From an optimization exercise on the open Yosys and OpenROAD flow, aimed at small area, a short achievable clock period and few clock cycles; shortcuts taken in it are not production practice. Power is estimated from default activity; no workload was simulated.

==> module blur_unit, before the edit <==
module blur_unit #(
    parameter W = 16,
    parameter FREE = 0
) (
    input wire clk_in,
    input wire rst_in,
    input wire in_v,
    input wire [7:0] in_d,
    input wire [2*$clog2(W)-1:0] in_addr,  
    output logic out_v,
    output logic [7:0] out_d,
    output logic [2*$clog2(W)-1:0] out_addr,
    output logic sub_v  
);
    localparam XW = $clog2(W);
    wire [XW-1:0] ix = in_addr[XW-1:0];
    wire [XW-1:0] iy = in_addr[2*XW-1:XW];
    logic [XW-1:0] fx;
    logic flushing;
    wire tok = in_v | flushing;
    logic [7:0] lb1 [0:W-1];
    logic [7:0] lb2 [0:W-2];
    logic [9:0] p;
    always_ff @(posedge clk_in) begin
        if (FREE || tok) begin
            lb1[0] <= in_d;
            lb2[0] <= (iy == 0) ? in_d : lb1[W-1];
            for (int k = 1; k < W; k++) lb1[k] <= lb1[k-1];
            for (int k = 1; k < W-1; k++) lb2[k] <= lb2[k-1];
            p <= {2'b00, lb2[W-2]} + {1'b0, lb1[W-2], 1'b0};
        end
    end
    wire [7:0] mid = lb1[W-1];
    wire [7:0] bot = flushing ? mid : in_d;
    wire [9:0] v = p + {2'b00, bot};
    wire vtok = (in_v && iy != 0) || flushing;
    wire [XW-1:0] vx = flushing ? fx : ix;
    wire vx0 = vx == 0;
    wire vxl = vx == W-1;
    always_ff @(posedge clk_in) begin
        if (rst_in) begin
            fx <= 0;
            flushing <= 0;
        end else begin
            if (in_v && ix == W-1 && iy == W-1) flushing <= 1;
            if (flushing) begin
                fx <= fx + 1'b1;
                if (fx == W-1) flushing <= 0;
            end
        end
    end
    logic [9:0] ha, hb;
    logic pend;
    wire [9:0] t3 = pend ? hb : p;
    wire [7:0] t4 = pend ? 8'd0 : bot;
    wire [11:0] hsum = {2'b00, ha} + {1'b0, hb, 1'b0} + {2'b00, t3} + {4'b0000, t4};
    wire htok = (vtok && !vx0) || pend;
    wire [2*XW-1:0] next_addr = out_addr + out_v;
    always_ff @(posedge clk_in) begin
        if (FREE || vtok) begin
            ha <= vx0 ? v : hb;
            hb <= v;
        end
        out_d <= hsum[11:4];
        if (rst_in) begin
            pend <= 0;
            out_v <= 0;
            sub_v <= 0;
            out_addr <= 0;
        end else begin
            pend <= vtok && vxl;
            out_v <= htok;
            sub_v <= htok && !next_addr[0] && !next_addr[XW];
            out_addr <= next_addr;
        end
    end
endmodule
Settings: LEC_CHECK=0, CAP_MARGIN=20, CORE_MARGIN=2, CORE_UTILIZATION=60, SLEW_MARGIN=20, SYNTH_MEMORY_MAX_BITS=16384; clock period 10.0 ns.
standard.sh (not shown) runs the stock make flow with config.mk's settings and CLKGATE_MAP_FILE= SYNTH_SCRIPT=/design/flow/synth_recipe.tcl, a recipe that flattens the netlist after the stock synthesis.
==> flow/flow/run.sh <==
#!/bin/bash
set -euo pipefail
bash standard.sh SETUP_SLACK_MARGIN=7 BUFFER_PORTS_ARGS=-buffer_cell\ sky130_fd_sc_hd__buf_2 CTS_ARGS=-sink_clustering_enable\ -repair_clock_nets\ -dont_use_dummy_load\ -sink_clustering_size\ 30\ -sink_clustering_max_diameter\ 60 finish > standard_flow.log 2>&1
Rerun with:
--- a/flow/design.v
+++ b/flow/design.v
@@ -51,16 +51,16 @@
             end
         end
     end
-    logic [9:0] ha, hb;
+    logic [11:0] q;
+    logic [9:0] hb;
     logic pend;
-    wire [9:0] t3 = pend ? hb : p;
-    wire [7:0] t4 = pend ? 8'd0 : bot;
-    wire [11:0] hsum = {2'b00, ha} + {1'b0, hb, 1'b0} + {2'b00, t3} + {4'b0000, t4};
+    wire [9:0] tc = pend ? 10'd0 : v;
+    wire [11:0] hsum = q + {2'b00, tc};
     wire htok = (vtok && !vx0) || pend;
     wire [2*XW-1:0] next_addr = out_addr + out_v;
     always_ff @(posedge clk_in) begin
         if (FREE || vtok) begin
-            ha <= vx0 ? v : hb;
+            q <= (vx0 ? 12'd0 : {2'b00, hb}) + {1'b0, v, 1'b0} + ((vx0 || vxl) ? {2'b00, v} : 12'd0);
             hb <= v;
         end
         out_d <= hsum[11:4];
After rerunning: Sequential share of layout area falls by 3.1 points. Die area goes up by 3.3%. Wire length increases by 8.0%. Worst setup slack got worse by 780 ps. Sequential power went up by 3.8%. Design area increases by 6.6%.
No functional check of the RTL was part of any run of this note.

==> static timing again, ports no longer ideal <==
In the flow no input, the clock included, has a driving cell. The finished layouts below were timed again as built, in two steps. Step 1 assumes that a clkbuf_16 drives the clock port and a buf_2 every other input. Step 2 times the ports against the registers' clock, not the clock port: input delays grow and output delays shrink by t, the midpoint of the rising clock arrivals with the driver on. Slacks: no drivers / after step 1 / after step 2; pairs: no drivers / after step 1.
| run | t (ns) | slack for setup (ns) | worst data-port slew with drivers (ns) |
|---|---|---|---|
| the first run | 0.664 | 6.622 / 6.622 / 6.512 | 0.03 |
| the second run | 0.678 | 5.841 / 5.841 / 5.841 | 0.03 |
After both steps setup and hold are still met in every run listed. The setup slack of the first run, which loses most, moves by 0.000 ns with the drivers and by -0.110 ns with both steps.
